What follows belongs to an exercise in optimizing a design on an open flow for small area, a short achievable clock period and few clock cycles per item; a production flow would make more cautious choices. Only simulation tests tie the RTL to the original design; equivalence was not proved. Power and IR drop assume default switching activity.

$ cat flow/design.v
module Milestone_1 (
		input logic clock,
		input logic resetn,
		input logic start,
		output logic done,
		input logic  [15:0] SRAM_read_data,
		output logic [15:0] SRAM_write_data,
		output logic SRAM_we_n,
		output logic [17:0] SRAM_address
);
localparam S_PEND = 2'd0, S_LO = 2'd1, S_HI = 2'd2, S_DUP = 2'd3;
localparam W_BR = 2'd0, W_GB = 2'd1, W_RG = 2'd2;
typedef struct packed {
	logic       shift;
	logic [1:0] src;
	logic       pend_ld, rdq_ld, yw_ld, qy_hi, qy_lo, evenld, qyt_ld, qu_f, qv_f, b0_ld, xsel, xsel2, xsel3, xsel4;
	logic [1:0] wsel;
	logic       wr, rd_y, yodd, rd_c, cv, fin;
	logic [1:0] cd;
} ctl_t;
function automatic ctl_t decode(input logic [4:0] f, input logic [6:0] kk, input logic last);
	ctl_t d;
	logic k79, k78;
	k79 = (kk == 7'd79);
	k78 = (kk == 7'd78);
	d = '0;
	if (!k79) begin
		case (f)
			5'd1: begin d.shift = 1'b1; d.src = S_PEND; end
			5'd2: begin d.shift = 1'b1; d.src = S_LO; end
			5'd6, 5'd7: begin d.shift = 1'b1; d.src = k78 ? S_DUP : S_HI; end
			default: d.src = S_DUP;
		endcase
	end else begin
		case (f)
			5'd1, 5'd2, 5'd6, 5'd7, 5'd13, 5'd14, 5'd15, 5'd16: begin d.shift = 1'b1; d.src = S_DUP; end
			5'd8, 5'd12, 5'd19, 5'd20: begin d.shift = 1'b1; d.src = S_HI; end
			5'd17: begin d.shift = 1'b1; d.src = S_PEND; end
			5'd18: begin d.shift = 1'b1; d.src = S_LO; end
			default: d.src = S_DUP;
		endcase
	end
	d.pend_ld = (f == 5'd6) || (k79 && (f == 5'd8 || f == 5'd19));
	d.rdq_ld  = (f == 5'd2) || (f == 5'd6) || (k79 && (f == 5'd11 || f == 5'd18 || f == 5'd19));
	d.yw_ld   = (f == 5'd1) || (f == 5'd7) || (k79 && f == 5'd20);
	d.qy_hi   = (f == 5'd4) || (!k79 && f == 5'd9) || (k79 && f == 5'd22);
	d.qy_lo   = (f == 5'd0) || (f == 5'd5);
	d.evenld  = (f == 5'd0) || (f == 5'd5);
	d.qyt_ld  = (f == 5'd0) || (f == 5'd3) || (f == 5'd5) || (f == 5'd8);
	d.qu_f    = (f == 5'd2 || f == 5'd7);
	d.qv_f    = (f == 5'd3 || f == 5'd8);
	d.xsel    = (f == 5'd0) || (f == 5'd2) || (f == 5'd5) || (f == 5'd7) || (k79 && f == 5'd10);
	d.xsel2   = (f == 5'd0) || (f == 5'd2) || (f == 5'd3) || (f == 5'd5) || (f == 5'd7) || (f == 5'd8) || (f == 5'd10);
	d.xsel3   = (f == 5'd0) || (f == 5'd2) || (f == 5'd3) || (f == 5'd5) || (f == 5'd7) || (k79 && f == 5'd10);
	d.xsel4   = (f == 5'd0) || (f == 5'd2) || (f == 5'd5) || (f == 5'd7) || (f == 5'd8) || (f == 5'd10);
	d.b0_ld   = (f == 5'd3) || (f == 5'd8);
	d.wsel    = (f == 5'd2 || f == 5'd7) ? W_RG : (f == 5'd1 || f == 5'd6 || f == 5'd11) ? W_GB : W_BR;
	d.wr      = (f == 5'd0 || f == 5'd1 || f == 5'd2 || f == 5'd5 || f == 5'd6 || f == 5'd7) ||
	            (k79 && last && (f == 5'd10 || f == 5'd11));
	d.rd_y    = k79 ? (f == 5'd17 || f == 5'd21) : (f == 5'd4 || f == 5'd8);
	d.yodd    = (f == 5'd8) || (f == 5'd21);
	d.rd_c    = k79 ? (f == 5'd3 || f == 5'd8 || f == 5'd15 || f == 5'd16 || f == 5'd22) :
	                  ((f == 5'd9 && kk <= 7'd76) || (f == 5'd3 && kk <= 7'd77));
	d.cv      = k79 ? (f == 5'd8 || f == 5'd16) : (f == 5'd3);
	d.cd      = (f == 5'd9 || f == 5'd22) ? 2'd2 : (k79 && (f == 5'd3 || f == 5'd8)) ? 2'd0 : 2'd1;
	d.fin     = k79 && last && (f == 5'd11);
	decode = d;
endfunction
logic        run, pro;
logic [4:0]  fc;
logic [6:0]  k;
logic [14:0] fr;    
logic [16:0] wa;
ctl_t        q;
logic [7:0]  c [0:9];
logic [15:0] rd_q, yw;
logic [7:0]  pend;
logic [8:0]  fa, fbn, fcn;
logic [16:0] fq;
logic [8:0]  qu, qv;
logic [7:0]  qy8;
logic [24:0] qyt;
logic [10:0] xs, xc, gs, gc;
logic        xl, gl;
logic        nx, ng;
logic [7:0]  b0;
wire k79     = (k == 7'd79);
wire lastrow = (fr == 15'd19199);
wire [14:0] fr1 = fr + 15'd1;
wire end_frame = k79 ? (fc == 5'd22) : (fc == 5'd9);
logic [4:0] nfc;
logic [6:0] nk;
always_comb begin
	if (!run || q.fin) begin
		nfc = (start && !run) ? 5'd4 : 5'd3;
		nk  = 7'd79;
	end else if (end_frame) begin
		nfc = 5'd0;
		nk  = k79 ? 7'd0 : k + 7'd1;
	end else begin
		nfc = fc + 5'd1;
		nk  = k;
	end
end
logic [7:0] nsmp;
always_comb begin
	case (q.src)
		S_PEND: nsmp = pend;
		S_LO:   nsmp = rd_q[7:0];
		S_HI:   nsmp = rd_q[15:8];
		default: nsmp = c[8];
	endcase
end
logic [7:0] cn [0:9];
always_comb begin
	for (int i = 0; i < 9; i++) cn[i] = q.shift ? c[i+1] : c[i];
	cn[9] = q.shift ? nsmp : c[9];
end
wire [16:0] fq_w;
m_fq u_fq (.b(fbn), .c(fcn), .o(fq_w));
always_ff @(posedge clock) begin
	q <= decode(nfc, nk, lastrow && run);
	for (int i = 0; i < 10; i++) c[i] <= cn[i];
	fbn <= {1'b0, ~cn[2]} + {1'b0, ~cn[8]};
	fcn <= {1'b0, cn[4]} + {1'b0, cn[6]};
	fa  <= {1'b0, c[0]} + {1'b0, nsmp};
	fq  <= fq_w;
	if (q.pend_ld) pend <= rd_q[7:0];
	if (q.rdq_ld) rd_q <= SRAM_read_data;
	if (q.yw_ld) yw <= SRAM_read_data;
end
wire [16:0] ft;
m_f2 u_f2 (.a(fa), .q(fq), .o(ft));
wire [8:0] fz = ft[16:8];
wire [24:0] ytv;
m_yt u_yt (.y(qy8), .o(ytv));
always_ff @(posedge clock) begin
	if (q.qy_hi) qy8 <= yw[15:8];
	else if (q.qy_lo) qy8 <= yw[7:0];
	if (q.evenld) begin
		qu <= {1'b0, c[4]} + 9'd104;
		qv <= {1'b0, c[5]} + 9'd104;
	end else begin
		if (q.qu_f) qu <= fz;
		if (q.qv_f) qv <= fz;
	end
	if (q.qyt_ld) qyt <= ytv;
end
wire [10:0] xs_w, xc_w, gs_w, gc_w;
wire        xl_w, gl_w;
m_x u_x (.yt(qyt), .zu(qu), .zv(qv), .sel({q.xsel4, q.xsel3, q.xsel2, q.xsel}), .hs(xs_w), .hc(xc_w), .cl(xl_w));
m_g u_g (.yt(qyt), .zu(qu), .zv(qv), .hs(gs_w), .hc(gc_w), .cl(gl_w));
wire nu = (qu < 9'd104);
wire nv = (qv < 9'd104);
always_ff @(posedge clock) begin
	xs <= xs_w; xc <= xc_w; xl <= xl_w;
	gs <= gs_w; gc <= gc_w; gl <= gl_w;
	nx <= q.xsel ? nu : nv;
	ng <= nu | nv;
end
function automatic [7:0] clip(input [10:0] s, input [10:0] cc, input ci, input neg);
	logic [11:0] tt;
	logic [10:0] t;
	tt = {s, 1'b1} + {cc, ci};
	t = tt[11:1];
	clip = (neg | t[10]) ? 8'd0 : ((|t[9:8]) ? 8'd255 : t[7:0]);
endfunction
wire [7:0] x8 = clip(xs, xc, xl, nx);
wire [7:0] g8 = clip(gs, gc, gl, ng);
wire do_wr = q.wr && !pro && run;
logic [15:0] wdat;
always_comb begin
	case (q.wsel)
		W_RG: wdat = {x8, g8};
		W_GB: wdat = {g8, x8};
		default: wdat = {b0, x8};
	endcase
end
always_ff @(posedge clock) begin
	SRAM_write_data <= wdat;
	if (q.b0_ld) b0 <= x8;
	fc <= nfc;
	k  <= nk;
	if (do_wr) SRAM_address <= {1'b1, wa};
	else if (q.rd_y) SRAM_address <= {2'b0, fr1, q.yodd};
	else SRAM_address <= {1'b0, {2'b0, fr1} + (q.cv ? 17'd57600 : 17'd38400) + {15'd0, q.cd}};
	if (!run || q.fin) begin
		pro <= 1'b1;
		fr  <= 15'h7fff;
		wa  <= 17'd15872;
	end else begin
		if (k == 7'd0 && fc == 5'd1) pro <= 1'b0;
		if (end_frame) fr <= fr1;
		if (do_wr) wa <= wa + 17'd1;
	end
end
always_ff @(posedge clock or negedge resetn) begin
	if (!resetn) begin
		run <= 1'b0;
		done <= 1'b0;
		SRAM_we_n <= 1'b1;
	end else begin
		done <= 1'b0;
		SRAM_we_n <= 1'b1;
		if (!run) begin
			if (start) run <= 1'b1;
		end else begin
			if (do_wr) SRAM_we_n <= 1'b0;
			if (q.fin) begin
				done <= 1'b1;
				run <= 1'b0;
			end
		end
	end
end
endmodule
module m_yt(input logic [7:0] y, output logic [24:0] o);
  wire t1 = y[7] ^ y[5]; wire t2 = y[7] & y[5];
  wire t3 = y[6] ^ y[4]; wire t4 = y[6] & y[4];
  wire t5 = y[7] ^ y[5]; wire t6 = y[7] & y[5];
  wire t7 = y[4] ^ y[2]; wire t8 = y[4] & y[2];
  wire t9 = y[5] ^ y[3] ^ y[1]; wire t10 = (y[5] & y[3]) | (y[5] & y[1]) | (y[3] & y[1]);
  wire t11 = y[6] ^ y[4] ^ y[2]; wire t12 = (y[6] & y[4]) | (y[6] & y[2]) | (y[4] & y[2]);
  wire t13 = y[3] ^ y[0] ^ 1'b1; wire t14 = (y[3] & y[0]) | (y[3] & 1'b1) | (y[0] & 1'b1);
  wire t15 = y[1] ^ 1'b1 ^ t2; wire t16 = (y[1] & 1'b1) | (y[1] & t2) | (1'b1 & t2);
  wire t17 = y[2] ^ 1'b1 ^ t4; wire t18 = (y[2] & 1'b1) | (y[2] & t4) | (1'b1 & t4);
  wire t19 = y[6] ^ y[3] ^ 1'b1; wire t20 = (y[6] & y[3]) | (y[6] & 1'b1) | (y[3] & 1'b1);
  wire t21 = y[7] ^ y[4]; wire t22 = y[7] & y[4];
  wire t23 = y[2] ^ y[0]; wire t24 = y[2] & y[0];
  wire t25 = y[3] ^ y[1] ^ 1'b1; wire t26 = (y[3] & y[1]) | (y[3] & 1'b1) | (y[1] & 1'b1);
  wire t27 = y[0] ^ 1'b1 ^ t7; wire t28 = (y[0] & 1'b1) | (y[0] & t7) | (1'b1 & t7);
  wire t29 = 1'b1 ^ t8 ^ t9; wire t30 = (1'b1 & t8) | (1'b1 & t9) | (t8 & t9);
  wire t31 = 1'b1 ^ t10 ^ t11; wire t32 = (1'b1 & t10) | (1'b1 & t11) | (t10 & t11);
  wire t33 = t1 ^ t12 ^ t13; wire t34 = (t1 & t12) | (t1 & t13) | (t12 & t13);
  wire t35 = t3 ^ t14 ^ t15; wire t36 = (t3 & t14) | (t3 & t15) | (t14 & t15);
  wire t37 = t5 ^ t16 ^ t17; wire t38 = (t5 & t16) | (t5 & t17) | (t16 & t17);
  wire t39 = t6 ^ t18 ^ t19; wire t40 = (t6 & t18) | (t6 & t19) | (t18 & t19);
  wire t41 = 1'b1 ^ t20 ^ t21; wire t42 = (1'b1 & t20) | (1'b1 & t21) | (t20 & t21);
  wire t43 = y[5] ^ 1'b1 ^ t22; wire t44 = (y[5] & 1'b1) | (y[5] & t22) | (1'b1 & t22);
  wire t45 = y[6] ^ 1'b1; wire t46 = y[6] & 1'b1;
  wire t47 = y[7] ^ 1'b1; wire t48 = y[7] & 1'b1;
  wire [24:0] ra = {1'b1, t46, t44, t42, t40, t38, t36, t34, t32, t30, t28, t26, t24, 1'b1, y[1], ~y[7], ~y[6], ~y[5], ~y[4], ~y[3], ~y[2], ~y[1], ~y[0], 1'b0, 1'b0};
  wire [24:0] rb = {t48, t47, t45, t43, t41, t39, t37, t35, t33, t31, t29, t27, t25, t23, 1'b1, y[0], 1'b0, 1'b0, 1'b0, 1'b0, 1'b0, 1'b0, 1'b1, 1'b0, 1'b0};
  assign o = ra + rb;
endmodule
module m_fq(input logic [8:0] b, input logic [8:0] c, output logic [16:0] o);
  wire t1 = b[5] ^ ~b[3]; wire t2 = b[5] & ~b[3];
  wire t3 = b[6] ^ ~b[4]; wire t4 = b[6] & ~b[4];
  wire t5 = b[7] ^ ~b[5]; wire t6 = b[7] & ~b[5];
  wire t7 = b[8] ^ ~b[6]; wire t8 = b[8] & ~b[6];
  wire t9 = b[3] ^ ~b[1]; wire t10 = b[3] & ~b[1];
  wire t11 = b[4] ^ ~b[2] ^ b[0]; wire t12 = (b[4] & ~b[2]) | (b[4] & b[0]) | (~b[2] & b[0]);
  wire t13 = ~c[6] ^ c[1]; wire t14 = ~c[6] & c[1];
  wire t15 = b[1] ^ ~c[7] ^ c[2]; wire t16 = (b[1] & ~c[7]) | (b[1] & c[2]) | (~c[7] & c[2]);
  wire t17 = c[0] ^ 1'b1 ^ t1; wire t18 = (c[0] & 1'b1) | (c[0] & t1) | (1'b1 & t1);
  wire t19 = b[2] ^ ~c[8] ^ c[3]; wire t20 = (b[2] & ~c[8]) | (b[2] & c[3]) | (~c[8] & c[3]);
  wire t21 = c[1] ^ t2 ^ t3; wire t22 = (c[1] & t2) | (c[1] & t3) | (t2 & t3);
  wire t23 = b[3] ^ c[4] ^ c[2]; wire t24 = (b[3] & c[4]) | (b[3] & c[2]) | (c[4] & c[2]);
  wire t25 = 1'b1 ^ t4 ^ t5; wire t26 = (1'b1 & t4) | (1'b1 & t5) | (t4 & t5);
  wire t27 = b[4] ^ c[5] ^ c[3]; wire t28 = (b[4] & c[5]) | (b[4] & c[3]) | (c[5] & c[3]);
  wire t29 = 1'b1 ^ t6 ^ t7; wire t30 = (1'b1 & t6) | (1'b1 & t7) | (t6 & t7);
  wire t31 = ~b[7] ^ b[5] ^ c[6]; wire t32 = (~b[7] & b[5]) | (~b[7] & c[6]) | (b[5] & c[6]);
  wire t33 = c[4] ^ 1'b1 ^ t8; wire t34 = (c[4] & 1'b1) | (c[4] & t8) | (1'b1 & t8);
  wire t35 = ~b[8] ^ b[6] ^ c[7]; wire t36 = (~b[8] & b[6]) | (~b[8] & c[7]) | (b[6] & c[7]);
  wire t37 = c[5] ^ 1'b1; wire t38 = c[5] & 1'b1;
  wire t39 = b[7] ^ c[8]; wire t40 = b[7] & c[8];
  wire t41 = b[2] ^ ~b[0]; wire t42 = b[2] & ~b[0];
  wire t43 = ~c[5] ^ c[0] ^ 1'b1; wire t44 = (~c[5] & c[0]) | (~c[5] & 1'b1) | (c[0] & 1'b1);
  wire t45 = 1'b1 ^ t10 ^ t11; wire t46 = (1'b1 & t10) | (1'b1 & t11) | (t10 & t11);
  wire t47 = t12 ^ t14 ^ t15; wire t48 = (t12 & t14) | (t12 & t15) | (t14 & t15);
  wire t49 = t16 ^ t18 ^ t19; wire t50 = (t16 & t18) | (t16 & t19) | (t18 & t19);
  wire t51 = t20 ^ t22 ^ t23; wire t52 = (t20 & t22) | (t20 & t23) | (t22 & t23);
  wire t53 = t24 ^ t26 ^ t27; wire t54 = (t24 & t26) | (t24 & t27) | (t26 & t27);
  wire t55 = t28 ^ t30 ^ t31; wire t56 = (t28 & t30) | (t28 & t31) | (t30 & t31);
  wire t57 = t32 ^ t34 ^ t35; wire t58 = (t32 & t34) | (t32 & t35) | (t34 & t35);
  wire t59 = c[6] ^ t36 ^ t38; wire t60 = (c[6] & t36) | (c[6] & t38) | (t36 & t38);
  wire t61 = b[8] ^ c[7] ^ 1'b1; wire t62 = (b[8] & c[7]) | (b[8] & 1'b1) | (c[7] & 1'b1);
  wire t63 = b[1] ^ ~c[3]; wire t64 = b[1] & ~c[3];
  wire t65 = ~c[4] ^ 1'b1 ^ t41; wire t66 = (~c[4] & 1'b1) | (~c[4] & t41) | (1'b1 & t41);
  wire t67 = t9 ^ t42 ^ t43; wire t68 = (t9 & t42) | (t9 & t43) | (t42 & t43);
  wire t69 = t13 ^ t44 ^ t45; wire t70 = (t13 & t44) | (t13 & t45) | (t44 & t45);
  wire t71 = t17 ^ t46 ^ t47; wire t72 = (t17 & t46) | (t17 & t47) | (t46 & t47);
  wire t73 = t21 ^ t48 ^ t49; wire t74 = (t21 & t48) | (t21 & t49) | (t48 & t49);
  wire t75 = t25 ^ t50 ^ t51; wire t76 = (t25 & t50) | (t25 & t51) | (t50 & t51);
  wire t77 = t29 ^ t52 ^ t53; wire t78 = (t29 & t52) | (t29 & t53) | (t52 & t53);
  wire t79 = t33 ^ t54 ^ t55; wire t80 = (t33 & t54) | (t33 & t55) | (t54 & t55);
  wire t81 = t37 ^ t56 ^ t57; wire t82 = (t37 & t56) | (t37 & t57) | (t56 & t57);
  wire t83 = t39 ^ t58 ^ t59; wire t84 = (t39 & t58) | (t39 & t59) | (t58 & t59);
  wire t85 = t40 ^ t60 ^ t61; wire t86 = (t40 & t60) | (t40 & t61) | (t60 & t61);
  wire t87 = c[8] ^ 1'b1 ^ t62; wire t88 = (c[8] & 1'b1) | (c[8] & t62) | (1'b1 & t62);
  wire [16:0] ra = {1'b1, t86, t84, t82, t80, t78, t76, t74, t72, t70, t68, t66, t64, 1'b1, b[0], ~c[1], ~c[0]};
  wire [16:0] rb = {t88, t87, t85, t83, t81, t79, t77, t75, t73, t71, t69, t67, t65, t63, ~c[2], 1'b0, 1'b1};
  assign o = ra + rb;
endmodule
module m_f2(input logic [8:0] a, input logic [16:0] q, output logic [16:0] o);
  wire t1 = a[4] ^ a[2]; wire t2 = a[4] & a[2];
  wire t3 = a[5] ^ a[3] ^ a[1]; wire t4 = (a[5] & a[3]) | (a[5] & a[1]) | (a[3] & a[1]);
  wire t5 = a[6] ^ a[4] ^ a[2]; wire t6 = (a[6] & a[4]) | (a[6] & a[2]) | (a[4] & a[2]);
  wire t7 = a[7] ^ a[5] ^ a[3]; wire t8 = (a[7] & a[5]) | (a[7] & a[3]) | (a[5] & a[3]);
  wire t9 = a[8] ^ a[6] ^ a[4]; wire t10 = (a[8] & a[6]) | (a[8] & a[4]) | (a[6] & a[4]);
  wire t11 = a[7] ^ a[5]; wire t12 = a[7] & a[5];
  wire t13 = a[8] ^ a[6]; wire t14 = a[8] & a[6];
  wire t15 = a[2] ^ a[0]; wire t16 = a[2] & a[0];
  wire t17 = a[3] ^ a[1] ^ q[3]; wire t18 = (a[3] & a[1]) | (a[3] & q[3]) | (a[1] & q[3]);
  wire t19 = a[0] ^ q[4] ^ t1; wire t20 = (a[0] & q[4]) | (a[0] & t1) | (q[4] & t1);
  wire t21 = q[5] ^ t2 ^ t3; wire t22 = (q[5] & t2) | (q[5] & t3) | (t2 & t3);
  wire t23 = q[6] ^ t4 ^ t5; wire t24 = (q[6] & t4) | (q[6] & t5) | (t4 & t5);
  wire t25 = q[7] ^ t6 ^ t7; wire t26 = (q[7] & t6) | (q[7] & t7) | (t6 & t7);
  wire t27 = q[8] ^ t8 ^ t9; wire t28 = (q[8] & t8) | (q[8] & t9) | (t8 & t9);
  wire t29 = q[9] ^ t10 ^ t11; wire t30 = (q[9] & t10) | (q[9] & t11) | (t10 & t11);
  wire t31 = q[10] ^ t12 ^ t13; wire t32 = (q[10] & t12) | (q[10] & t13) | (t12 & t13);
  wire t33 = a[7] ^ q[11] ^ t14; wire t34 = (a[7] & q[11]) | (a[7] & t14) | (q[11] & t14);
  wire t35 = a[8] ^ q[12]; wire t36 = a[8] & q[12];
  wire [16:0] ra = {q[16], q[15], q[14], q[13], t34, t32, t30, t28, t26, t24, t22, t20, t18, t16, q[2], a[1], a[0]};
  wire [16:0] rb = {1'b0, 1'b0, 1'b0, t36, t35, t33, t31, t29, t27, t25, t23, t21, t19, t17, t15, q[1], q[0]};
  assign o = ra + rb;
endmodule
module m_x(input logic [24:0] yt, input logic [8:0] zu, input logic [8:0] zv, input logic [3:0] sel, output logic [10:0] hs, output logic [10:0] hc, output logic cl);
  wire t1 = yt[6] ^ (sel[0] ? ~zu[6] : ~zv[6]); wire t2 = yt[6] & (sel[0] ? ~zu[6] : ~zv[6]);
  wire t3 = yt[7] ^ (sel[0] ? ~zu[7] : ~zv[7]) ^ (sel[1] ? ~zu[5] : zv[5]); wire t4 = (yt[7] & (sel[0] ? ~zu[7] : ~zv[7])) | (yt[7] & (sel[1] ? ~zu[5] : zv[5])) | ((sel[0] ? ~zu[7] : ~zv[7]) & (sel[1] ? ~zu[5] : zv[5]));
  wire t5 = (sel[2] ? zu[2] : zv[3]) ^ (sel[3] ? zu[0] : zv[0]); wire t6 = (sel[2] ? zu[2] : zv[3]) & (sel[3] ? zu[0] : zv[0]);
  wire t7 = yt[8] ^ (sel[0] ? ~zu[8] : ~zv[8]) ^ (sel[1] ? ~zu[6] : zv[6]); wire t8 = (yt[8] & (sel[0] ? ~zu[8] : ~zv[8])) | (yt[8] & (sel[1] ? ~zu[6] : zv[6])) | ((sel[0] ? ~zu[8] : ~zv[8]) & (sel[1] ? ~zu[6] : zv[6]));
  wire t9 = (sel[2] ? zu[3] : zv[4]) ^ (sel[3] ? zu[1] : zv[1]) ^ 1'b1; wire t10 = ((sel[2] ? zu[3] : zv[4]) & (sel[3] ? zu[1] : zv[1])) | ((sel[2] ? zu[3] : zv[4]) & 1'b1) | ((sel[3] ? zu[1] : zv[1]) & 1'b1);
  wire t11 = yt[9] ^ (sel[1] ? ~zu[7] : zv[7]) ^ (sel[2] ? zu[4] : zv[5]); wire t12 = (yt[9] & (sel[1] ? ~zu[7] : zv[7])) | (yt[9] & (sel[2] ? zu[4] : zv[5])) | ((sel[1] ? ~zu[7] : zv[7]) & (sel[2] ? zu[4] : zv[5]));
  wire t13 = yt[10] ^ (sel[1] ? ~zu[8] : zv[8]) ^ (sel[2] ? zu[5] : zv[6]); wire t14 = (yt[10] & (sel[1] ? ~zu[8] : zv[8])) | (yt[10] & (sel[2] ? zu[5] : zv[6])) | ((sel[1] ? ~zu[8] : zv[8]) & (sel[2] ? zu[5] : zv[6]));
  wire t15 = yt[11] ^ (sel[2] ? zu[6] : zv[7]) ^ (sel[3] ? zu[4] : zv[4]); wire t16 = (yt[11] & (sel[2] ? zu[6] : zv[7])) | (yt[11] & (sel[3] ? zu[4] : zv[4])) | ((sel[2] ? zu[6] : zv[7]) & (sel[3] ? zu[4] : zv[4]));
  wire t17 = yt[12] ^ (sel[2] ? zu[7] : zv[8]); wire t18 = yt[12] & (sel[2] ? zu[7] : zv[8]);
  wire t19 = yt[13] ^ (sel[2] & zu[8]) ^ (sel[3] ? zu[6] : zv[6]); wire t20 = (yt[13] & (sel[2] & zu[8])) | (yt[13] & (sel[3] ? zu[6] : zv[6])) | ((sel[2] & zu[8]) & (sel[3] ? zu[6] : zv[6]));
  wire t21 = (sel[0] ? zu[3] : ~zv[2]) ^ (~sel[2] & zv[0]); wire t22 = (sel[0] ? zu[3] : ~zv[2]) & (~sel[2] & zv[0]);
  wire t23 = yt[14] ^ (sel[3] ? zu[7] : zv[7]) ^ (sel[0] ? zu[4] : ~zv[3]); wire t24 = (yt[14] & (sel[3] ? zu[7] : zv[7])) | (yt[14] & (sel[0] ? zu[4] : ~zv[3])) | ((sel[3] ? zu[7] : zv[7]) & (sel[0] ? zu[4] : ~zv[3]));
  wire t25 = yt[15] ^ (sel[3] ? zu[8] : zv[8]) ^ (sel[0] ? zu[5] : ~zv[4]); wire t26 = (yt[15] & (sel[3] ? zu[8] : zv[8])) | (yt[15] & (sel[0] ? zu[5] : ~zv[4])) | ((sel[3] ? zu[8] : zv[8]) & (sel[0] ? zu[5] : ~zv[4]));
  wire t27 = (~sel[2] & zv[2]) ^ (~sel[3] & ~zv[0]); wire t28 = (~sel[2] & zv[2]) & (~sel[3] & ~zv[0]);
  wire t29 = yt[16] ^ (sel[0] ? zu[6] : ~zv[5]) ^ (~sel[2] & zv[3]); wire t30 = (yt[16] & (sel[0] ? zu[6] : ~zv[5])) | (yt[16] & (~sel[2] & zv[3])) | ((sel[0] ? zu[6] : ~zv[5]) & (~sel[2] & zv[3]));
  wire t31 = (~sel[3] & ~zv[1]) ^ 1'b1; wire t32 = (~sel[3] & ~zv[1]) & 1'b1;
  wire t33 = yt[17] ^ (sel[0] ? zu[7] : ~zv[6]) ^ (sel[1] ? zu[0] : zv[0]); wire t34 = (yt[17] & (sel[0] ? zu[7] : ~zv[6])) | (yt[17] & (sel[1] ? zu[0] : zv[0])) | ((sel[0] ? zu[7] : ~zv[6]) & (sel[1] ? zu[0] : zv[0]));
  wire t35 = (~sel[2] & zv[4]) ^ (~sel[3] & ~zv[2]) ^ ~sel[0]; wire t36 = ((~sel[2] & zv[4]) & (~sel[3] & ~zv[2])) | ((~sel[2] & zv[4]) & ~sel[0]) | ((~sel[3] & ~zv[2]) & ~sel[0]);
  wire t37 = yt[18] ^ (sel[0] ? zu[8] : ~zv[7]) ^ (sel[1] ? zu[1] : zv[1]); wire t38 = (yt[18] & (sel[0] ? zu[8] : ~zv[7])) | (yt[18] & (sel[1] ? zu[1] : zv[1])) | ((sel[0] ? zu[8] : ~zv[7]) & (sel[1] ? zu[1] : zv[1]));
  wire t39 = (~sel[2] & zv[5]) ^ (~sel[3] & ~zv[3]); wire t40 = (~sel[2] & zv[5]) & (~sel[3] & ~zv[3]);
  wire t41 = yt[19] ^ (~sel[0] & ~zv[8]) ^ (sel[1] ? zu[2] : zv[2]); wire t42 = (yt[19] & (~sel[0] & ~zv[8])) | (yt[19] & (sel[1] ? zu[2] : zv[2])) | ((~sel[0] & ~zv[8]) & (sel[1] ? zu[2] : zv[2]));
  wire t43 = (~sel[2] & zv[6]) ^ (~sel[3] & ~zv[4]) ^ 1'b1; wire t44 = ((~sel[2] & zv[6]) & (~sel[3] & ~zv[4])) | ((~sel[2] & zv[6]) & 1'b1) | ((~sel[3] & ~zv[4]) & 1'b1);
  wire t45 = yt[20] ^ (sel[1] ? zu[3] : zv[3]) ^ (~sel[2] & zv[7]); wire t46 = (yt[20] & (sel[1] ? zu[3] : zv[3])) | (yt[20] & (~sel[2] & zv[7])) | ((sel[1] ? zu[3] : zv[3]) & (~sel[2] & zv[7]));
  wire t47 = (~sel[3] & ~zv[5]) ^ sel[0]; wire t48 = (~sel[3] & ~zv[5]) & sel[0];
  wire t49 = yt[21] ^ (sel[1] ? zu[4] : zv[4]) ^ (~sel[2] & zv[8]); wire t50 = (yt[21] & (sel[1] ? zu[4] : zv[4])) | (yt[21] & (~sel[2] & zv[8])) | ((sel[1] ? zu[4] : zv[4]) & (~sel[2] & zv[8]));
  wire t51 = (~sel[3] & ~zv[6]) ^ ~sel[0]; wire t52 = (~sel[3] & ~zv[6]) & ~sel[0];
  wire t53 = yt[22] ^ (sel[1] ? zu[5] : zv[5]) ^ (~sel[3] & ~zv[7]); wire t54 = (yt[22] & (sel[1] ? zu[5] : zv[5])) | (yt[22] & (~sel[3] & ~zv[7])) | ((sel[1] ? zu[5] : zv[5]) & (~sel[3] & ~zv[7]));
  wire t55 = yt[2] ^ (sel[0] ? ~zu[2] : ~zv[2]); wire t56 = yt[2] & (sel[0] ? ~zu[2] : ~zv[2]);
  wire t57 = yt[3] ^ (sel[0] ? ~zu[3] : ~zv[3]) ^ (sel[1] ? ~zu[1] : zv[1]); wire t58 = (yt[3] & (sel[0] ? ~zu[3] : ~zv[3])) | (yt[3] & (sel[1] ? ~zu[1] : zv[1])) | ((sel[0] ? ~zu[3] : ~zv[3]) & (sel[1] ? ~zu[1] : zv[1]));
  wire t59 = yt[4] ^ (sel[0] ? ~zu[4] : ~zv[4]) ^ (sel[1] ? ~zu[2] : zv[2]); wire t60 = (yt[4] & (sel[0] ? ~zu[4] : ~zv[4])) | (yt[4] & (sel[1] ? ~zu[2] : zv[2])) | ((sel[0] ? ~zu[4] : ~zv[4]) & (sel[1] ? ~zu[2] : zv[2]));
  wire t61 = yt[5] ^ (sel[0] ? ~zu[5] : ~zv[5]) ^ (sel[1] ? ~zu[3] : zv[3]); wire t62 = (yt[5] & (sel[0] ? ~zu[5] : ~zv[5])) | (yt[5] & (sel[1] ? ~zu[3] : zv[3])) | ((sel[0] ? ~zu[5] : ~zv[5]) & (sel[1] ? ~zu[3] : zv[3]));
  wire t63 = (sel[1] ? ~zu[4] : zv[4]) ^ (sel[2] ? zu[1] : zv[2]) ^ sel[0]; wire t64 = ((sel[1] ? ~zu[4] : zv[4]) & (sel[2] ? zu[1] : zv[2])) | ((sel[1] ? ~zu[4] : zv[4]) & sel[0]) | ((sel[2] ? zu[1] : zv[2]) & sel[0]);
  wire t65 = sel[0] ^ t2 ^ t3; wire t66 = (sel[0] & t2) | (sel[0] & t3) | (t2 & t3);
  wire t67 = t4 ^ t6 ^ t7; wire t68 = (t4 & t6) | (t4 & t7) | (t6 & t7);
  wire t69 = (sel[3] ? zu[2] : zv[2]) ^ t8 ^ t10; wire t70 = ((sel[3] ? zu[2] : zv[2]) & t8) | ((sel[3] ? zu[2] : zv[2]) & t10) | (t8 & t10);
  wire t71 = (sel[3] ? zu[3] : zv[3]) ^ (sel[0] & zu[0]) ^ t12; wire t72 = ((sel[3] ? zu[3] : zv[3]) & (sel[0] & zu[0])) | ((sel[3] ? zu[3] : zv[3]) & t12) | ((sel[0] & zu[0]) & t12);
  wire t73 = (sel[0] ? zu[1] : ~zv[0]) ^ sel[0] ^ t14; wire t74 = ((sel[0] ? zu[1] : ~zv[0]) & sel[0]) | ((sel[0] ? zu[1] : ~zv[0]) & t14) | (sel[0] & t14);
  wire t75 = (sel[3] ? zu[5] : zv[5]) ^ (sel[0] ? zu[2] : ~zv[1]) ^ t16; wire t76 = ((sel[3] ? zu[5] : zv[5]) & (sel[0] ? zu[2] : ~zv[1])) | ((sel[3] ? zu[5] : zv[5]) & t16) | ((sel[0] ? zu[2] : ~zv[1]) & t16);
  wire t77 = 1'b1 ^ t18 ^ t19; wire t78 = (1'b1 & t18) | (1'b1 & t19) | (t18 & t19);
  wire t79 = (~sel[2] & zv[1]) ^ t20 ^ t22; wire t80 = ((~sel[2] & zv[1]) & t20) | ((~sel[2] & zv[1]) & t22) | (t20 & t22);
  wire t81 = ~sel[0] ^ t24 ^ t25; wire t82 = (~sel[0] & t24) | (~sel[0] & t25) | (t24 & t25);
  wire t83 = t26 ^ t28 ^ t29; wire t84 = (t26 & t28) | (t26 & t29) | (t28 & t29);
  wire t85 = t30 ^ t32 ^ t33; wire t86 = (t30 & t32) | (t30 & t33) | (t32 & t33);
  wire t87 = t34 ^ t36 ^ t37; wire t88 = (t34 & t36) | (t34 & t37) | (t36 & t37);
  wire t89 = t38 ^ t40 ^ t41; wire t90 = (t38 & t40) | (t38 & t41) | (t40 & t41);
  wire t91 = t42 ^ t44 ^ t45; wire t92 = (t42 & t44) | (t42 & t45) | (t44 & t45);
  wire t93 = t46 ^ t48 ^ t49; wire t94 = (t46 & t48) | (t46 & t49) | (t48 & t49);
  wire t95 = ~sel[0] ^ t50 ^ t52; wire t96 = (~sel[0] & t50) | (~sel[0] & t52) | (t50 & t52);
  wire t97 = yt[23] ^ (sel[1] ? zu[6] : zv[6]) ^ (~sel[3] & ~zv[8]); wire t98 = (yt[23] & (sel[1] ? zu[6] : zv[6])) | (yt[23] & (~sel[3] & ~zv[8])) | ((sel[1] ? zu[6] : zv[6]) & (~sel[3] & ~zv[8]));
  wire t99 = yt[24] ^ (sel[1] ? zu[7] : zv[7]); wire t100 = yt[24] & (sel[1] ? zu[7] : zv[7]);
  wire t101 = yt[0] ^ (sel[0] ? ~zu[0] : ~zv[0]); wire t102 = yt[0] & (sel[0] ? ~zu[0] : ~zv[0]);
  wire t103 = yt[1] ^ (sel[0] ? ~zu[1] : ~zv[1]); wire t104 = yt[1] & (sel[0] ? ~zu[1] : ~zv[1]);
  wire t105 = (sel[1] ? ~zu[0] : zv[0]) ^ sel[0] ^ t55; wire t106 = ((sel[1] ? ~zu[0] : zv[0]) & sel[0]) | ((sel[1] ? ~zu[0] : zv[0]) & t55) | (sel[0] & t55);
  wire t107 = 1'b1 ^ t56 ^ t57; wire t108 = (1'b1 & t56) | (1'b1 & t57) | (t56 & t57);
  wire t109 = (~sel[2] & zv[0]) ^ t58 ^ t59; wire t110 = ((~sel[2] & zv[0]) & t58) | ((~sel[2] & zv[0]) & t59) | (t58 & t59);
  wire t111 = (sel[2] ? zu[0] : zv[1]) ^ t60 ^ t61; wire t112 = ((sel[2] ? zu[0] : zv[1]) & t60) | ((sel[2] ? zu[0] : zv[1]) & t61) | (t60 & t61);
  wire t113 = t1 ^ t62 ^ t63; wire t114 = (t1 & t62) | (t1 & t63) | (t62 & t63);
  wire t115 = t5 ^ t64 ^ t65; wire t116 = (t5 & t64) | (t5 & t65) | (t64 & t65);
  wire t117 = t9 ^ t66 ^ t67; wire t118 = (t9 & t66) | (t9 & t67) | (t66 & t67);
  wire t119 = t11 ^ t68 ^ t69; wire t120 = (t11 & t68) | (t11 & t69) | (t68 & t69);
  wire t121 = t13 ^ t70 ^ t71; wire t122 = (t13 & t70) | (t13 & t71) | (t70 & t71);
  wire t123 = t15 ^ t72 ^ t73; wire t124 = (t15 & t72) | (t15 & t73) | (t72 & t73);
  wire t125 = t17 ^ t74 ^ t75; wire t126 = (t17 & t74) | (t17 & t75) | (t74 & t75);
  wire t127 = t21 ^ t76 ^ t77; wire t128 = (t21 & t76) | (t21 & t77) | (t76 & t77);
  wire t129 = t23 ^ t78 ^ t79; wire t130 = (t23 & t78) | (t23 & t79) | (t78 & t79);
  wire t131 = t27 ^ t80 ^ t81; wire t132 = (t27 & t80) | (t27 & t81) | (t80 & t81);
  wire t133 = t31 ^ t82 ^ t83; wire t134 = (t31 & t82) | (t31 & t83) | (t82 & t83);
  wire t135 = t35 ^ t84 ^ t85; wire t136 = (t35 & t84) | (t35 & t85) | (t84 & t85);
  wire t137 = t39 ^ t86 ^ t87; wire t138 = (t39 & t86) | (t39 & t87) | (t86 & t87);
  wire t139 = t43 ^ t88 ^ t89; wire t140 = (t43 & t88) | (t43 & t89) | (t88 & t89);
  wire t141 = t47 ^ t90 ^ t91; wire t142 = (t47 & t90) | (t47 & t91) | (t90 & t91);
  wire t143 = t51 ^ t92 ^ t93; wire t144 = (t51 & t92) | (t51 & t93) | (t92 & t93);
  wire t145 = t53 ^ t94 ^ t95; wire t146 = (t53 & t94) | (t53 & t95) | (t94 & t95);
  wire t147 = t54 ^ t96 ^ t97; wire t148 = (t54 & t96) | (t54 & t97) | (t96 & t97);
  wire t149 = ~sel[0] ^ t98 ^ t99; wire t150 = (~sel[0] & t98) | (~sel[0] & t99) | (t98 & t99);
  wire t151 = (sel[1] ? zu[8] : zv[8]) ^ sel[0] ^ t100; wire t152 = ((sel[1] ? zu[8] : zv[8]) & sel[0]) | ((sel[1] ? zu[8] : zv[8]) & t100) | (sel[0] & t100);
  wire [26:0] ra = {1'b1, t150, t148, t146, t144, t142, t140, t138, t136, t134, t132, t130, t128, t126, t124, t122, t120, t118, t116, t114, t112, t110, t108, t106, t104, t102, 1'b1};
  wire [26:0] rb = {t152, t151, t149, t147, t145, t143, t141, t139, t137, t135, t133, t131, t129, t127, t125, t123, t121, t119, t117, t115, t113, t111, t109, t107, t105, t103, t101};
  wire [16:0] lsum = {1'b0, ra[15:0]} + {1'b0, rb[15:0]};
  assign cl = lsum[16];
  assign hs = ra[26:16];
  assign hc = rb[26:16];
endmodule
module m_g(input logic [24:0] yt, input logic [8:0] zu, input logic [8:0] zv, output logic [10:0] hs, output logic [10:0] hc, output logic cl);
  wire t1 = yt[15] ^ ~zu[5]; wire t2 = yt[15] & ~zu[5];
  wire t3 = yt[16] ^ ~zu[6] ^ zu[3]; wire t4 = (yt[16] & ~zu[6]) | (yt[16] & zu[3]) | (~zu[6] & zu[3]);
  wire t5 = ~zu[1] ^ ~zv[4]; wire t6 = ~zu[1] & ~zv[4];
  wire t7 = yt[17] ^ ~zu[7] ^ zu[4]; wire t8 = (yt[17] & ~zu[7]) | (yt[17] & zu[4]) | (~zu[7] & zu[4]);
  wire t9 = ~zu[2] ^ ~zv[5]; wire t10 = ~zu[2] & ~zv[5];
  wire t11 = yt[18] ^ ~zu[8] ^ zu[5]; wire t12 = (yt[18] & ~zu[8]) | (yt[18] & zu[5]) | (~zu[8] & zu[5]);
  wire t13 = ~zu[3] ^ ~zv[6] ^ zv[4]; wire t14 = (~zu[3] & ~zv[6]) | (~zu[3] & zv[4]) | (~zv[6] & zv[4]);
  wire t15 = yt[19] ^ zu[6] ^ ~zu[4]; wire t16 = (yt[19] & zu[6]) | (yt[19] & ~zu[4]) | (zu[6] & ~zu[4]);
  wire t17 = ~zv[7] ^ zv[5]; wire t18 = ~zv[7] & zv[5];
  wire t19 = yt[20] ^ zu[7] ^ ~zu[5]; wire t20 = (yt[20] & zu[7]) | (yt[20] & ~zu[5]) | (zu[7] & ~zu[5]);
  wire t21 = ~zv[8] ^ zv[6]; wire t22 = ~zv[8] & zv[6];
  wire t23 = yt[21] ^ zu[8]; wire t24 = yt[21] & zu[8];
  wire t25 = yt[5] ^ zu[2] ^ ~zu[0]; wire t26 = (yt[5] & zu[2]) | (yt[5] & ~zu[0]) | (zu[2] & ~zu[0]);
  wire t27 = yt[6] ^ zu[3] ^ ~zu[1]; wire t28 = (yt[6] & zu[3]) | (yt[6] & ~zu[1]) | (zu[3] & ~zu[1]);
  wire t29 = yt[7] ^ zu[4] ^ ~zu[2]; wire t30 = (yt[7] & zu[4]) | (yt[7] & ~zu[2]) | (zu[4] & ~zu[2]);
  wire t31 = yt[8] ^ zu[5] ^ ~zu[3]; wire t32 = (yt[8] & zu[5]) | (yt[8] & ~zu[3]) | (zu[5] & ~zu[3]);
  wire t33 = yt[9] ^ zu[6] ^ ~zu[4]; wire t34 = (yt[9] & zu[6]) | (yt[9] & ~zu[4]) | (zu[6] & ~zu[4]);
  wire t35 = yt[10] ^ zu[7] ^ ~zu[5]; wire t36 = (yt[10] & zu[7]) | (yt[10] & ~zu[5]) | (zu[7] & ~zu[5]);
  wire t37 = ~zu[0] ^ ~zv[5]; wire t38 = ~zu[0] & ~zv[5];
  wire t39 = yt[11] ^ zu[8] ^ ~zu[6]; wire t40 = (yt[11] & zu[8]) | (yt[11] & ~zu[6]) | (zu[8] & ~zu[6]);
  wire t41 = ~zu[1] ^ ~zv[6]; wire t42 = ~zu[1] & ~zv[6];
  wire t43 = yt[12] ^ ~zu[7] ^ ~zu[2]; wire t44 = (yt[12] & ~zu[7]) | (yt[12] & ~zu[2]) | (~zu[7] & ~zu[2]);
  wire t45 = ~zv[7] ^ ~zv[0]; wire t46 = ~zv[7] & ~zv[0];
  wire t47 = yt[13] ^ ~zu[8] ^ ~zu[3]; wire t48 = (yt[13] & ~zu[8]) | (yt[13] & ~zu[3]) | (~zu[8] & ~zu[3]);
  wire t49 = zu[0] ^ ~zv[8] ^ ~zv[1]; wire t50 = (zu[0] & ~zv[8]) | (zu[0] & ~zv[1]) | (~zv[8] & ~zv[1]);
  wire t51 = yt[14] ^ ~zu[4] ^ zu[1]; wire t52 = (yt[14] & ~zu[4]) | (yt[14] & zu[1]) | (~zu[4] & zu[1]);
  wire t53 = ~zv[2] ^ zv[0] ^ 1'b1; wire t54 = (~zv[2] & zv[0]) | (~zv[2] & 1'b1) | (zv[0] & 1'b1);
  wire t55 = zu[2] ^ ~zu[0] ^ ~zv[3]; wire t56 = (zu[2] & ~zu[0]) | (zu[2] & ~zv[3]) | (~zu[0] & ~zv[3]);
  wire t57 = zv[1] ^ 1'b1 ^ t1; wire t58 = (zv[1] & 1'b1) | (zv[1] & t1) | (1'b1 & t1);
  wire t59 = zv[2] ^ ~zv[0] ^ 1'b1; wire t60 = (zv[2] & ~zv[0]) | (zv[2] & 1'b1) | (~zv[0] & 1'b1);
  wire t61 = t2 ^ t3 ^ t5; wire t62 = (t2 & t3) | (t2 & t5) | (t3 & t5);
  wire t63 = zv[3] ^ ~zv[1] ^ t4; wire t64 = (zv[3] & ~zv[1]) | (zv[3] & t4) | (~zv[1] & t4);
  wire t65 = t6 ^ t7 ^ t9; wire t66 = (t6 & t7) | (t6 & t9) | (t7 & t9);
  wire t67 = ~zv[2] ^ 1'b1 ^ t8; wire t68 = (~zv[2] & 1'b1) | (~zv[2] & t8) | (1'b1 & t8);
  wire t69 = t10 ^ t11 ^ t13; wire t70 = (t10 & t11) | (t10 & t13) | (t11 & t13);
  wire t71 = ~zv[3] ^ 1'b1 ^ t12; wire t72 = (~zv[3] & 1'b1) | (~zv[3] & t12) | (1'b1 & t12);
  wire t73 = t14 ^ t15 ^ t17; wire t74 = (t14 & t15) | (t14 & t17) | (t15 & t17);
  wire t75 = ~zv[4] ^ 1'b1 ^ t16; wire t76 = (~zv[4] & 1'b1) | (~zv[4] & t16) | (1'b1 & t16);
  wire t77 = t18 ^ t19 ^ t21; wire t78 = (t18 & t19) | (t18 & t21) | (t19 & t21);
  wire t79 = ~zu[6] ^ zv[7] ^ ~zv[5]; wire t80 = (~zu[6] & zv[7]) | (~zu[6] & ~zv[5]) | (zv[7] & ~zv[5]);
  wire t81 = t20 ^ t22 ^ t23; wire t82 = (t20 & t22) | (t20 & t23) | (t22 & t23);
  wire t83 = yt[22] ^ ~zu[7] ^ zv[8]; wire t84 = (yt[22] & ~zu[7]) | (yt[22] & zv[8]) | (~zu[7] & zv[8]);
  wire t85 = ~zv[6] ^ 1'b1 ^ t24; wire t86 = (~zv[6] & 1'b1) | (~zv[6] & t24) | (1'b1 & t24);
  wire t87 = yt[23] ^ ~zu[8] ^ ~zv[7]; wire t88 = (yt[23] & ~zu[8]) | (yt[23] & ~zv[7]) | (~zu[8] & ~zv[7]);
  wire t89 = yt[3] ^ zu[0]; wire t90 = yt[3] & zu[0];
  wire t91 = yt[4] ^ zu[1]; wire t92 = yt[4] & zu[1];
  wire t93 = ~zv[5] ^ ~zv[0] ^ 1'b1; wire t94 = (~zv[5] & ~zv[0]) | (~zv[5] & 1'b1) | (~zv[0] & 1'b1);
  wire t95 = ~zv[6] ^ ~zv[1] ^ t26; wire t96 = (~zv[6] & ~zv[1]) | (~zv[6] & t26) | (~zv[1] & t26);
  wire t97 = ~zv[7] ^ ~zv[2] ^ t28; wire t98 = (~zv[7] & ~zv[2]) | (~zv[7] & t28) | (~zv[2] & t28);
  wire t99 = ~zv[8] ^ ~zv[3] ^ t30; wire t100 = (~zv[8] & ~zv[3]) | (~zv[8] & t30) | (~zv[3] & t30);
  wire t101 = ~zv[4] ^ 1'b1 ^ t32; wire t102 = (~zv[4] & 1'b1) | (~zv[4] & t32) | (1'b1 & t32);
  wire t103 = 1'b1 ^ t34 ^ t35; wire t104 = (1'b1 & t34) | (1'b1 & t35) | (t34 & t35);
  wire t105 = t36 ^ t38 ^ t39; wire t106 = (t36 & t38) | (t36 & t39) | (t38 & t39);
  wire t107 = t40 ^ t42 ^ t43; wire t108 = (t40 & t42) | (t40 & t43) | (t42 & t43);
  wire t109 = t44 ^ t46 ^ t47; wire t110 = (t44 & t46) | (t44 & t47) | (t46 & t47);
  wire t111 = t48 ^ t50 ^ t51; wire t112 = (t48 & t50) | (t48 & t51) | (t50 & t51);
  wire t113 = t52 ^ t54 ^ t55; wire t114 = (t52 & t54) | (t52 & t55) | (t54 & t55);
  wire t115 = t56 ^ t58 ^ t59; wire t116 = (t56 & t58) | (t56 & t59) | (t58 & t59);
  wire t117 = t60 ^ t62 ^ t63; wire t118 = (t60 & t62) | (t60 & t63) | (t62 & t63);
  wire t119 = t64 ^ t66 ^ t67; wire t120 = (t64 & t66) | (t64 & t67) | (t66 & t67);
  wire t121 = t68 ^ t70 ^ t71; wire t122 = (t68 & t70) | (t68 & t71) | (t70 & t71);
  wire t123 = t72 ^ t74 ^ t75; wire t124 = (t72 & t74) | (t72 & t75) | (t74 & t75);
  wire t125 = t76 ^ t78 ^ t79; wire t126 = (t76 & t78) | (t76 & t79) | (t78 & t79);
  wire t127 = t80 ^ t82 ^ t83; wire t128 = (t80 & t82) | (t80 & t83) | (t82 & t83);
  wire t129 = 1'b1 ^ t84 ^ t86; wire t130 = (1'b1 & t84) | (1'b1 & t86) | (t84 & t86);
  wire t131 = yt[24] ^ ~zv[8] ^ 1'b1; wire t132 = (yt[24] & ~zv[8]) | (yt[24] & 1'b1) | (~zv[8] & 1'b1);
  wire t133 = yt[0] ^ ~zv[0]; wire t134 = yt[0] & ~zv[0];
  wire t135 = yt[1] ^ ~zv[1]; wire t136 = yt[1] & ~zv[1];
  wire t137 = yt[2] ^ ~zv[2]; wire t138 = yt[2] & ~zv[2];
  wire t139 = ~zv[3] ^ 1'b1 ^ t89; wire t140 = (~zv[3] & 1'b1) | (~zv[3] & t89) | (1'b1 & t89);
  wire t141 = ~zv[4] ^ t90 ^ t91; wire t142 = (~zv[4] & t90) | (~zv[4] & t91) | (t90 & t91);
  wire t143 = t25 ^ t92 ^ t93; wire t144 = (t25 & t92) | (t25 & t93) | (t92 & t93);
  wire t145 = t27 ^ t94 ^ t95; wire t146 = (t27 & t94) | (t27 & t95) | (t94 & t95);
  wire t147 = t29 ^ t96 ^ t97; wire t148 = (t29 & t96) | (t29 & t97) | (t96 & t97);
  wire t149 = t31 ^ t98 ^ t99; wire t150 = (t31 & t98) | (t31 & t99) | (t98 & t99);
  wire t151 = t33 ^ t100 ^ t101; wire t152 = (t33 & t100) | (t33 & t101) | (t100 & t101);
  wire t153 = t37 ^ t102 ^ t103; wire t154 = (t37 & t102) | (t37 & t103) | (t102 & t103);
  wire t155 = t41 ^ t104 ^ t105; wire t156 = (t41 & t104) | (t41 & t105) | (t104 & t105);
  wire t157 = t45 ^ t106 ^ t107; wire t158 = (t45 & t106) | (t45 & t107) | (t106 & t107);
  wire t159 = t49 ^ t108 ^ t109; wire t160 = (t49 & t108) | (t49 & t109) | (t108 & t109);
  wire t161 = t53 ^ t110 ^ t111; wire t162 = (t53 & t110) | (t53 & t111) | (t110 & t111);
  wire t163 = t57 ^ t112 ^ t113; wire t164 = (t57 & t112) | (t57 & t113) | (t112 & t113);
  wire t165 = t61 ^ t114 ^ t115; wire t166 = (t61 & t114) | (t61 & t115) | (t114 & t115);
  wire t167 = t65 ^ t116 ^ t117; wire t168 = (t65 & t116) | (t65 & t117) | (t116 & t117);
  wire t169 = t69 ^ t118 ^ t119; wire t170 = (t69 & t118) | (t69 & t119) | (t118 & t119);
  wire t171 = t73 ^ t120 ^ t121; wire t172 = (t73 & t120) | (t73 & t121) | (t120 & t121);
  wire t173 = t77 ^ t122 ^ t123; wire t174 = (t77 & t122) | (t77 & t123) | (t122 & t123);
  wire t175 = t81 ^ t124 ^ t125; wire t176 = (t81 & t124) | (t81 & t125) | (t124 & t125);
  wire t177 = t85 ^ t126 ^ t127; wire t178 = (t85 & t126) | (t85 & t127) | (t126 & t127);
  wire t179 = t87 ^ t128 ^ t129; wire t180 = (t87 & t128) | (t87 & t129) | (t128 & t129);
  wire t181 = t88 ^ t130 ^ t131; wire t182 = (t88 & t130) | (t88 & t131) | (t130 & t131);
  wire [26:0] ra = {1'b1, t132, t180, t178, t176, t174, t172, t170, t168, t166, t164, t162, t160, t158, t156, t154, t152, t150, t148, t146, t144, t142, t140, t138, t136, t134, 1'b1};
  wire [26:0] rb = {1'b0, t182, t181, t179, t177, t175, t173, t171, t169, t167, t165, t163, t161, t159, t157, t155, t153, t151, t149, t147, t145, t143, t141, t139, t137, t135, t133};
  wire [16:0] lsum = {1'b0, ra[15:0]} + {1'b0, rb[15:0]};
  assign cl = lsum[16];
  assign hs = ra[26:16];
  assign hc = rb[26:16];
endmodule
$ cat flow/flow/run.sh
#!/bin/bash
# Standard ORFS layout, with timing repair aiming below the clock period
# (setup repair margin 7.5 ns on the 11 ns clock).
set -e
export SETUP_SLACK_MARGIN=7.5
bash standard.sh > standard.log 2>&1
$ cat flow/standard.sh
#!/bin/bash
# synth_recipe.tcl (not shown) runs the flow's synth.tcl, then flattens the netlist and writes it again
# the make line also repeats each setting of config.mk as NAME=value (left out here)
make -C /OpenROAD-flow-scripts/flow DESIGN_CONFIG=/design/flow/config.mk WORK_HOME=/design/flow/orfs CLKGATE_MAP_FILE= SYNTH_SCRIPT=/design/flow/synth_recipe.tcl "${@:-finish}"
$ cat flow/config.mk
export PLATFORM = sky130hd
export DESIGN_NAME = Milestone_1
export DESIGN_NICKNAME = Milestone_1
export VERILOG_FILES = /design/flow/design.v
export SDC_FILE = /design/flow/constraint.sdc
export NUM_CORES = 4
export LEC_CHECK = 0
export CAP_MARGIN = 20
export CORE_MARGIN = 2
export CORE_UTILIZATION = 45
export CTS_BUF_LIST = sky130_fd_sc_hd__clkbuf_8 sky130_fd_sc_hd__clkbuf_16
export CTS_CLUSTER_DIAMETER = 80
export CTS_CLUSTER_SIZE = 16
export SLEW_MARGIN = 20
export TNS_END_PERCENT = 100
$ cat flow/constraint.sdc
create_clock -name core_clock -period 11.0 [get_ports {clock}]
set_input_delay 2.2000 -clock core_clock [delete_from_list [all_inputs] [get_ports {clock}]]
set_output_delay 2.2000 -clock core_clock [all_outputs]
set_load 0.01 [all_outputs]
==> results of run 1 <==
-- per-layer routing --
layer / GRT usage [%] / wire, µm / vias to the layer above
met5: 0 / 0 / -
met4: 7.92 / 2360 / 0
met3: 3.48 / 2740 / 133
met2: 34.8 / 26300 / 401
met1: 26.5 / 23700 / 7728
li1: - / - / 7678
-- cell usage after synthesis, types with 5 or more instances --
cell type,count,area (µm²)
nand2_1,136,510
nor2_1,126,473
clkbuf_1,42,158
a21oi_1,102,510
a211o_1,5,43.8
mux4_2,9,203
a31o_2,6,52.6
mux2i_1,41,410
xor2_1,49,429
nand3_1,47,235
or3_1,11,68.8
o221ai_1,10,87.6
o21bai_1,14,105
edfxtp_1,145,4350
nor4_1,6,37.5
o21a_1,17,128
xnor2_1,59,517
o211ai_1,8,60.1
or2_2,13,81.3
dfxtp_1,224,4480
buf_1,6,22.5
a31oi_1,8,50.1
nor3_1,23,115
o21ai_0,90,450
ha_1,212,2650
mux2_2,23,259
buf_2,6,30.0
nand4_1,15,93.8
nor2b_1,14,87.6
inv_1,398,1490
nand2b_1,22,138
and3_1,26,163
a21o_1,37,278
fa_1,171,3420
o22ai_1,17,106
a211oi_1,6,45.0
-- worst min path at each step --
stage,to,from,cells after the start,slack (ps)
3_3_place_gp,fq[0],fcn[0],0,380
4_1_cts,fq[0],fcn[0],0,390
2_1_floorplan,fq[0],fcn[0],0,350
3_5_place_dp,fq[0],fcn[0],0,370
5_1_grt,fq[0],fcn[0],0,400
6_report,fq[0],fcn[0],0,390
-- sequential cells by signal, indices dropped and copies added, names as in the netlist, 9 cells and up --
name             flops
xc                  11
fq                  17
fr                  15
qyt                 23
gc                  10
c                   80
q                   24
rd_q                16
xs                  10
fa                   9
wa                  17
gs                  10
fcn                  9
yw                  16
qv                   9
qu                   9
SRAM_address        18
SRAM_write_data     16
fbn                  9
-- layout make-up --
class                   count  area share (%)
clock buffers              30            2.81
flip-flops and latches    372            34.1
well taps                 680            3.24
multi-input cells        1410            49.5
inverters                 402            5.79
repair buffers            118            3.93
clock inverters            24           0.628
-- through the flow --
stage	worst slack (ps)	util (%)
final	7510	51.3
after global routing	7400	51.3
after CTS	7280	50.3
after detailed placement	6660	47.9
after global placement	6690	47.9
after floorplan	7160	-
-- report_power, final --
part           switching, mW  internal (mW)  total, mW
combinational        0.00228        0.00557    0.00786
sequential                 0           1.42       1.42
clock                  0.511          0.517       1.03
-- logic make-up after synthesis --
logic type / Yosys count
and+or+nand+nor: 475
buffers and inverters: 459
adders and majority gates: 383
DFF: 372
AOI/OAI and AO/OA: 370
xor gates and xnor gates: 108
muxes: 74
-- repair_timing --
action                                  CTS  global route
cloned                                    0             1
buffers inserted                         25            33
endpoints found under the setup margin   59            29
gates resized for setup                  90            84
pin swaps                                 6            31
==> reports/qor.txt, run 1 <==
Status - complete, no violations
Synthesized flop and latch total - 372
Commonest non-fill, non-tap cells in the layout - inv_1, dfxtp_1, ha_1
Area occupied by registers - 8960 µm²
# clock sinks - 372
Iter 0 DRT Violations - 845
WP data required - 11490 ps
Grt ovf - 0
Max-cap violations - 0
IO buf count - 54
Async SR Flop Fraction - 0.806%
WP data arrival - 3980 ps
Core area - 51200 µm²
Pin count of the biggest net entering global routing - 43
Final instance area - 26300 µm²
RSZ-0062 raised after global routing - yes
GP Congestion - 0.915
CTS Root Cell - clkbuf_16
Fin cells - 3036
EDFF count, synth - 145
Die area - 53600 µm²
Num CTS Buffers - 29
Final #Nets - 2735
Die Y - 231 µm
Row cnt - 83
R2R Path Start - qv[5]
Relative slew slack - 35.2%
Multi-input logic area - 13000 µm²
First-pass DRT Iterations - 5
Buf+Inv Stages, Crit Path - 2
Worst R2R End - xl
FF-to-FF path depth - 12
Synthesized instance count - 2241
Syn nets - 2643
Actual slew at the worst max-slew pin - 971 ps
F_max - 286 MHz
CTS H-tree lvls - 1
Placed cells - 2923
Setup_tns - 0 ps
Reg-to-reg slack, setup - 7510 ps
Max-slew violations - 0
Max Buffers Root-to-Sink - 3
Placed cell areas - 24500 µm²
Initial antenna violation count - 2
Worst min path class - reg -> reg
Filler Cell Count - 4648
Yosys cell types - 93
Commonest non-fill, non-tap cell in the layout - inv_1
DR vias/cell - 5.25
Setup CP Type - reg -> reg
Crit-path max FO - 5
Avg WL per Cell - 18.1 µm
Static leakage - 12.1 nW
CP endpoint kind - flip-flop
Most used cell, CP - fa_2
Via count - 15940
CTS tree - yes
Starting Density - 45.5%
Antenna diode count - 0
Synthesized cell area - 23300 µm²
Die X - 231 µm
First-pass GRT wire length - 86200 µm
Routed Antenna Nets - 0
Min Hold Slack - 387 ps
XOR/XNOR Fraction of Synth Area - 4.06%
Seq/Total Area, Yosys - 38.3%
Synth Flop Type - dfxtp_1
DRT Wirelength - 55000 µm
Power per cell area - 93.4 nW/µm²
Ys Warns - 3
Startpoint Class - flip-flop
Final HPWL DP - 42100 µm
Num ports - 55
Worst path depth - 12
Hold buffer count at cts - 0
Tcrit/Tclk final - 31.7%
Post-Synth Adder-Cell Area - 26.1%
Critical path's slowest cell - fa_2
Number of global-route vias before repair - 15913
Final Critical Period - 3490 ps
Post-Synth Simple-Gate Area - 9.93%
Crit path capture - xl
Drt drc - 0
Total Routing Usage GR - 20.6%
Crit path cell chain - clkinvlp_4 -> nor2_4 -> a21oi_1 -> fa_2 -> fa_2 -> inv_1 -> fa_1 -> ha_1 -> nor2b_1 -> a2111oi_2 -> o21ai_1 -> a221o_1
Synth Area in Compound Gates - 10.3%
CP peak stage delay - 520 ps
Worst skew pair latency - 600 ps
Final setup viols - 0
Pwr Total - 2.45 mW
Largest family of logic cells by synthesized area - adder cells
Clock Skews - 13.9 ps
P&R area growth vs syn - 12.9%
Critical path startpoint - qv[5]
Post-Syn Area per Cell - 10.4 µm²
CP top delay family - adder cells
Final Hold Violating Endpoints - 0
Fraction of layout cells with a size suffix above 1 - 11.5%
Peak supply drop - 0.150 mV
Clock Pin Slew Worst Setup and Hold Paths - 70 ps
Multiplexer area fraction after synthesis - 3.81%
Testbench counts, summed over its fixed seeds: cycles 1,561,032, images 8.
==> inputs of run 2 (changes only) <==
==> flow/flow/run.sh (replaced) <==
#!/bin/bash
# Standard ORFS layout, with timing repair aiming below the clock period
# (setup repair margin 7.8 ns on the 11 ns clock).
set -e
export SETUP_SLACK_MARGIN=7.8
bash standard.sh > standard.log 2>&1
--- a/flow/config.mk
+++ b/flow/config.mk
@@ -9,3 +9,3 @@
 export CORE_MARGIN = 2
-export CORE_UTILIZATION = 45
+export CORE_UTILIZATION = 55
 export CTS_BUF_LIST = sky130_fd_sc_hd__clkbuf_8 sky130_fd_sc_hd__clkbuf_16
@@ -14,2 +14 @@
 export SLEW_MARGIN = 20
-export TNS_END_PERCENT = 100
==> run 2 against run 1 <==
Net effect: fmax is 0.88% lower; wire length is 4.6% higher; count of clock-buffer cells in the layout is 1 higher; still clean; highest routed layer is now met5; non-clock buffer count is 51 higher; global-route usage is 5.1 points higher; setup slack worse by 31 ps.
==> reports/qor.txt, run 2 <==
Final #Nets - 2787
Commonest non-fill, non-tap cells in the layout - inv_1, ha_1, dfxtp_1
Die area - 44000 µm²
Async SR Flop Fraction - 0.806%
IO buf count - 54
DRT Wirelength - 57600 µm
Initial antenna violation count - 1
Top-count cell post-synth - inv_1
Drt drc - 0
WP data arrival - 3990 ps
Total Routing Usage GR - 25.7%
Placed cells - 2784
Final Hold Violating Endpoints - 0
Power per cell area - 91.1 nW/µm²
Grt ovf - 0
# clock sinks - 372
Commonest non-fill, non-tap cell in the layout - inv_1
Iter 0 DRT Violations - 951
Setup CP Type - reg -> reg
Setup WS post-layout - 7480 ps
Starting Density - 55.6%
Relative slew slack - 31.9%
Top Metal Used - met5
GP Congestion - 0.929
DR vias/cell - 5.53
Pwr Total - 2.47 mW
Synth area leaders - dfxtp_1, edfxtp_1, fa_1
Post-Place Setup Slack - 6790 ps
Core area - 41900 µm²
Final Critical Period - 3520 ps
Pin count of the biggest net entering global routing - 49
Peak supply drop - 0.135 mV
DRT met1 WL - 27100 µm
Max-cap violations - 0
Crit-path max FO - 2
Clock Pin Slew Worst Setup and Hold Paths - 70 ps
Min Hold Slack - 393 ps
Routed Antenna Nets - 0
Tcrit/Tclk final - 32.0%
RSZ-0062 raised after global routing - yes
Clock Skews - 58.8 ps
Top Registers - c (80), q (24), qyt (23)
CTS tree - yes
CTS H-tree lvls - 1
Hold buffer count at cts - 0
Multi-input logic area - 13400 µm²
Via count - 16294
CTS Root Cell - clkbuf_16
CP endpoint kind - flip-flop
Worst skew pair latency - 630 ps
Static leakage - 12.4 nW
Placed cell areas - 24400 µm²
Max FFs per register - 80
Synthesized flop and latch total - 372
P&R area growth vs syn - 16.3%
Avg WL per Cell - 19.5 µm
Final HPWL DP - 42800 µm
First-pass GRT wire length - 87600 µm
Final instance area - 27100 µm²
Number of global-route vias before repair - 15987
Actual slew at the worst max-slew pin - 1020 ps
Num CTS Buffers - 30
Num ports - 55
Post-Syn Area per Cell - 10.4 µm²
First-pass DRT Iterations - 5
Max-slew violations - 0
Row cnt - 75
Syn nets - 2643
Routed wl met2 - 25300 µm
Yosys top cell area share - 19.3%
Leading area contributor after synthesis - dfxtp_1
EDFF count, synth - 145
Die X - 210 µm
Setup_tns - 0 ps
Startpoint Class - flip-flop
Reg-to-reg slack, setup - 7480 ps
DR WL met3 - 3510 µm
Seq/Total Area, Yosys - 38.3%
Yosys cell types - 93
Most frequent cells after synthesis - inv_1, dfxtp_1, ha_1
Biggest register - c
Fin cells - 2947
Synthesized cell area - 23300 µm²
F_max - 284 MHz
Synth Flop Type - dfxtp_1
Synthesized instance count - 2241
Worst min path class - reg -> reg
Max Buffers Root-to-Sink - 3
Antenna diode count - 0
Area occupied by registers - 8990 µm²
Final Util - 64.7%
Status - complete, no violations
Final setup viols - 0
Ys Warns - 3
Filler Cell Count - 3360
Fraction of layout cells with a size suffix above 1 - 18.3%
WP data required - 11470 ps
Die Y - 210 µm
[run 2: cell families (layout without fill, tap and decap cells)]
group / after synthesis / count (layout) / synth area share [%]
buffers and inverters: 459 / 626 / 7.49
adders and majority gates: 383 / 383 / 26.1
and+or+nand+nor: 475 / 475 / 9.93
AOI/OAI and AO/OA: 370 / 370 / 10.3
DFF: 372 / 372 / 38.3
xor gates and xnor gates: 108 / 108 / 4.06
muxes: 74 / 74 / 3.81
[run 2: worst paths after layout]
kind                             end  cells past startpoint  startpoint
max                               xl                     12       qv[5]
min                          c[5][2]                      0     c[6][2]
max reg2reg                       xl                     12       qv[5]
min reg2reg                  c[5][2]                      0     c[6][2]
max in group asynchronous  SRAM_we_n                      1      resetn
min in group asynchronous       done                      1      resetn
[run 2: where the power goes]
| group | switching (mW) | internal, mW | leakage (nW) |
|---|---|---|---|
| Clock | 0.522 | 0.520 | 0.513 |
| Combinational | 0.00252 | 0.00552 | 8.58 |
| Sequential | 0 | 1.42 | 3.33 |
[run 2: timing repair]
action                     in CTS  in global routing
gates cloned                    0                  2
setup endpoints to repair     101                 99
buffers inserted               60                 46
gates resized for setup       279                131
pin swaps                      40                 49
[run 2: cell type report]
cell class | instances | area share (%)
clock buffer | 31 | 2.87
clock inverter | 24 | 0.601
inverter | 402 | 5.69
multi-input combinational | 1410 | 49.5
sequential | 372 | 33.2
tap | 539 | 2.49
timing repair buffer | 169 | 5.59
[run 2: worst max-delay path, cell delays in order, from the launching register on]
cell and delay, ps:
edfxtp_1 500, buf_6 170, o21ai_1 170, fa_2 470
fa_2 360, fa_1 390, inv_1 120, ha_4 220
a21oi_2 140, nor2b_2 70, a2111oi_4 300, o21ai_1 120
a221o_1 330
[run 2: per-layer routing]
metal	track usage, %	vias up
met5	0	-
met4	6.82	2
met3	4.26	111
met2	39.3	417
met1	38.2	7974
li1	-	7790

-- re-timing with driven ports --
No port has a modelled driver above. Below, the same layouts with a new extraction and two added sets of constraints. Step 1 (the two cells are an assumption about what drives the block):
set clk [get_ports {clock}]
set_driving_cell -lib_cell sky130_fd_sc_hd__clkbuf_16 $clk
set_driving_cell -lib_cell sky130_fd_sc_hd__buf_2 [delete_from_list [all_inputs] $clk]
Step 2 also shifts input and output timing later by t, the mid clock arrival at the registers, as if the neighbouring blocks saw the same clock. Three values: ideal ports, drivers, drivers and shift; two values: the first two.
run | t (ns) | setup WS [ns] | slew at the worst register clock pin (ns) | worst slew at a driven data input, ns
run 1 | 0.653 | 7.509 / 7.489 / 7.209 | 0.08 / 0.08 | 0.06
run 2 | 0.653 | 7.478 / 7.478 / 7.209 | 0.08 / 0.08 | 0.11
After both steps every run listed still meets setup and hold. The setup slack of run 1, which loses most, moves by -0.020 ns with the drivers and by -0.300 ns with both steps.
